This is an optimization exercise on Yosys and OpenROAD, whose aim is small area and a short achievable clock period, not a production implementation.
Only simulation tests tie the RTL to the original design; equivalence was not proved.

Setup of v33:
==> flow/design.v (excerpt) <==
module cordic_stage (clk, reset, X_i, Y_i, Z_i, X_O, Y_O, Z_O);
  input clk;
  input reset;
  input  signed [15:0] X_i;
  input  signed [15:0] Y_i;
  input  signed [15:0] Z_i;
  output signed [15:0] X_O;
  output signed [15:0] Y_O;
  output signed [15:0] Z_O;
  reg [16*15-1:0] ws;
  reg [16*15-1:0] vs;
  reg [14:0] q;
  reg [14:0] n;
  reg signed [13:0] z1;
  reg signed [13:0] z2;
  reg signed [12:0] z3;
  reg signed [11:0] z4;
  reg signed [10:0] z5;
  reg signed [9:0]  z6;
  reg signed [8:0]  z7;
  reg signed [7:0]  z8;
  reg signed [6:0]  z9;
  reg signed [5:0]  z10;
  reg signed [4:0]  z11;
  reg signed [3:0]  z12;
  reg signed [2:0]  z13;
  reg signed [1:0]  z14;
  reg               z15;
  reg               z15c, z15i;
  reg        [2:0]  zo;
  reg [15:0] xo, yo;
  reg [1:0]  wfl, vfl;
  reg [1:0]  k0x, k0y;
  reg        c1x;
  reg [1:0]  txr, tyr;
  wire qi = Z_i[15] ^ Z_i[14];
  always @(posedge clk) begin
    ws[15:0] <= X_i ^ {16{qi}};
    vs[15:0] <= Y_i ^ {16{Z_i[15]}};
    q[0]     <= qi;
    n[0]     <= Z_i[14];
    z1       <= {~Z_i[13], Z_i[12:0]};
  end
  wire [13:0] dnext = {z14[1], z13[2], z12[3], z11[4], z10[5], z9[6], z8[7],
                       z7[8], z6[9], z5[10], z4[11], z3[12], z2[13], z1[13]};
  wire signed [13:0] z2n;
  wire signed [12:0] z3n;
  wire signed [11:0] z4n;
  wire signed [10:0] z5n;
  wire signed [9:0] z6n;
  wire signed [8:0] z7n;
  wire signed [7:0] z8n;
  wire signed [6:0] z9n;
  wire signed [5:0] z10n;
  wire signed [4:0] z11n;
  wire signed [3:0] z12n;
  wire signed [2:0] z13n;
  wire signed [1:0] z14n;
  wire z15n;
  ...
For scale: roughly 98 I/O pins, roughly 0.038 sq mm of cells after synthesis.
make LEC_CHECK=0 CAP_MARGIN=20 CORE_MARGIN=2 CORE_UTILIZATION=40 CTS_CLUSTER_DIAMETER=100 CTS_CLUSTER_SIZE=22 SETUP_SLACK_MARGIN=1.2 SLEW_MARGIN=20 SYNTH_HIERARCHICAL=1 SYNTH_MINIMUM_KEEP_SIZE=0 finish   # period 3.65 ns
run.sh (not shown) runs the stock make flow with config.mk's settings and CLKGATE_MAP_FILE= SYNTH_SCRIPT=/design/flow/synth_recipe.tcl, a recipe that flattens the netlist after the stock synthesis.
Modified inputs, v24 compared to v33
-- flow/config.mk --
<<< v33, line 11
export CTS_CLUSTER_DIAMETER = 100
export CTS_CLUSTER_SIZE = 22
export SETUP_SLACK_MARGIN = 1.2
export SLEW_MARGIN = 20
export SYNTH_HIERARCHICAL = 1
>>> v24, line 11
export CTS_CLUSTER_DIAMETER = 100
export CTS_CLUSTER_SIZE = 22
export SETUP_SLACK_MARGIN = 1.3
export SLEW_MARGIN = 20
export SYNTH_HIERARCHICAL = 1
==> summary.txt <==
v24 finished all stages; the layout is clean.
Wire length the detailed router placed on met1 in v24 is about 1.2% above v33.
From v33 to v24, number of iterations in the first detailed-routing pass did not move at all.
Compared with v33, in v24 sum of routed wire length over all layers moved up, met2 routing resource usage after global routing stayed essentially flat, area growth from synthesis to layout up 1.5 points.

========
v16:
Another version of the RTL of cordic_stage (not shown whole).
For scale: about 680 flip-flops, about 36000 sq um of cells after synthesis.
make LEC_CHECK=0 CAP_MARGIN=20 CORE_MARGIN=2 CORE_UTILIZATION=40 CTS_CLUSTER_DIAMETER=100 CTS_CLUSTER_SIZE=22 SETUP_SLACK_MARGIN=1.0 SLEW_MARGIN=20 finish   # period 3.65 ns
Modified inputs, v3 compared to v16
Settings: a change of CORE_UTILIZATION from 40 to 70; a change of SETUP_SLACK_MARGIN from 1.0 to 1.2; an added SYNTH_MINIMUM_KEEP_SIZE of 0; an added PLACE_DENSITY of 0.85; an added SYNTH_HIERARCHICAL of 1.
### Flow results
Slew at the pin closest to its max-slew limit for v3 is lower than for v16. First-iteration DRC count in v3 vs v16: up 790. Compared with v16, v3 shows design area higher by 1.7%. Cmp v16 and v3 / global-route usage over all layers / lower: v16. Count of multi-input gates: v3 vs v16 up 299. Summary of v3 over v16: number of clock sinks comparable; minimum clock period after layout now smaller. Going from v16 to v3, critical path depth decreased 5; worst slack on hold paths did not really move.
For v54, these inputs were changed with respect to v3:
Settings: CORE_UTILIZATION: 70 -> 40; CTS_CLUSTER_SIZE: 22 -> 26; PLACE_DENSITY: 0.85 -> unset.
==> summary.txt <==
- As far as clock skew after layout is concerned, v54 and v3 perform about the same.
- Detail-routed net length per standard cell on v54 is down relative to v3.
- v54 vs v3, termination of the worst setup path: vs[94]$_DFF_P_ vs vs[95]$_DFF_P_
--- input diff v54..v6 ---
Settings: CTS_CLUSTER_SIZE changed from 26 to 22; SYNTH_MINIMUM_KEEP_SIZE removed (was 0); SYNTH_HIERARCHICAL removed (was 1).
[summary]
NOTE: critical path depth in v6 exceeds that of v54
Compared with v54, in v6 count of plain and timing-repair buffers in the layout now larger, detailed-route wire length now smaller, final count of negative-setup-slack endpoints comparable, global-route wire length before repair now smaller.
[inputs] v38 vs v6
Settings: SETUP_SLACK_MARGIN changed from 1.2 to 1.1; SYNTH_HIERARCHICAL newly set to 1; SYNTH_MINIMUM_KEEP_SIZE newly set to 0.
Results
- v38 completed every stage of the flow, and the final layout passed the timing, design-rule and antenna checks.
- Per the comparison of v38 with v6, met2 usage in global routing has increased, worst setup slack has increased.
- The clock skew of v38 is higher than that of v6.
- Run comparison: v6 launching element of the worst setup path vs[108]$_DFF_P_; v38 launching element of the worst setup path ws[68]$_DFF_P_
- The lower initial core utilization of v6 and v38 is in v38.
- Via count for v38: 6.2% up relative to v6
- Going from v6 to v38, the count of fill cells added during filler insertion was found to have gone up by 14%.

[what the ideal ports hide]
In the flow no input, the clock included, has a driving cell. The finished layouts below were timed again as built, in two steps.
Step 1 (the two cells are an assumption about what drives the block):
set clk [get_ports {clk}]
set_driving_cell -lib_cell sky130_fd_sc_hd__clkbuf_16 $clk
set_driving_cell -lib_cell sky130_fd_sc_hd__buf_2 [delete_from_list [all_inputs] $clk]
Step 2 adds t to the input delays and takes it off the output delays; t is the mean of the earliest and latest rising clock arrival at the registers after step 1. Input paths then give back, and output paths get back, about the clock's delay inside the block.
a / b / c = ideal ports / drivers / drivers and shift; a / b = the first two.
run | t, ns | setup slack, ns | hold WS [ns] | latest minus earliest clock arrival (ns) | worst register clock-pin slew, ns
v33 | 0.641 | 1.288 / 1.288 / 1.288 | 0.323 / 0.323 / 0.323 | 0.029 / 0.029 | 0.09 / 0.09
v24 | 0.645 | 1.300 / 1.300 / 1.299 | 0.330 / 0.330 / 0.330 | 0.025 / 0.025 | 0.09 / 0.09
v16 | 0.632 | 1.038 / 1.038 / 1.038 | 0.333 / 0.333 / 0.333 | 0.044 / 0.044 | 0.09 / 0.09
v3 | 0.631 | 1.096 / 1.096 / 1.096 | 0.333 / 0.333 / 0.333 | 0.024 / 0.025 | 0.09 / 0.09
v54 | 0.704 | 1.239 / 1.239 / 1.239 | 0.334 / 0.334 / 0.334 | 0.028 / 0.028 | 0.10 / 0.10
v6 | 0.639 | 1.028 / 1.028 / 1.028 | 0.332 / 0.332 / 0.332 | 0.034 / 0.033 | 0.09 / 0.09
v38 | 0.645 | 1.158 / 1.158 / 1.158 | 0.318 / 0.318 / 0.318 | 0.034 / 0.034 | 0.09 / 0.09
After both steps setup and hold are still met in every run listed. The setup slack of v24, which loses most, moves by 0.000 ns with the drivers and by -0.001 ns with both steps.
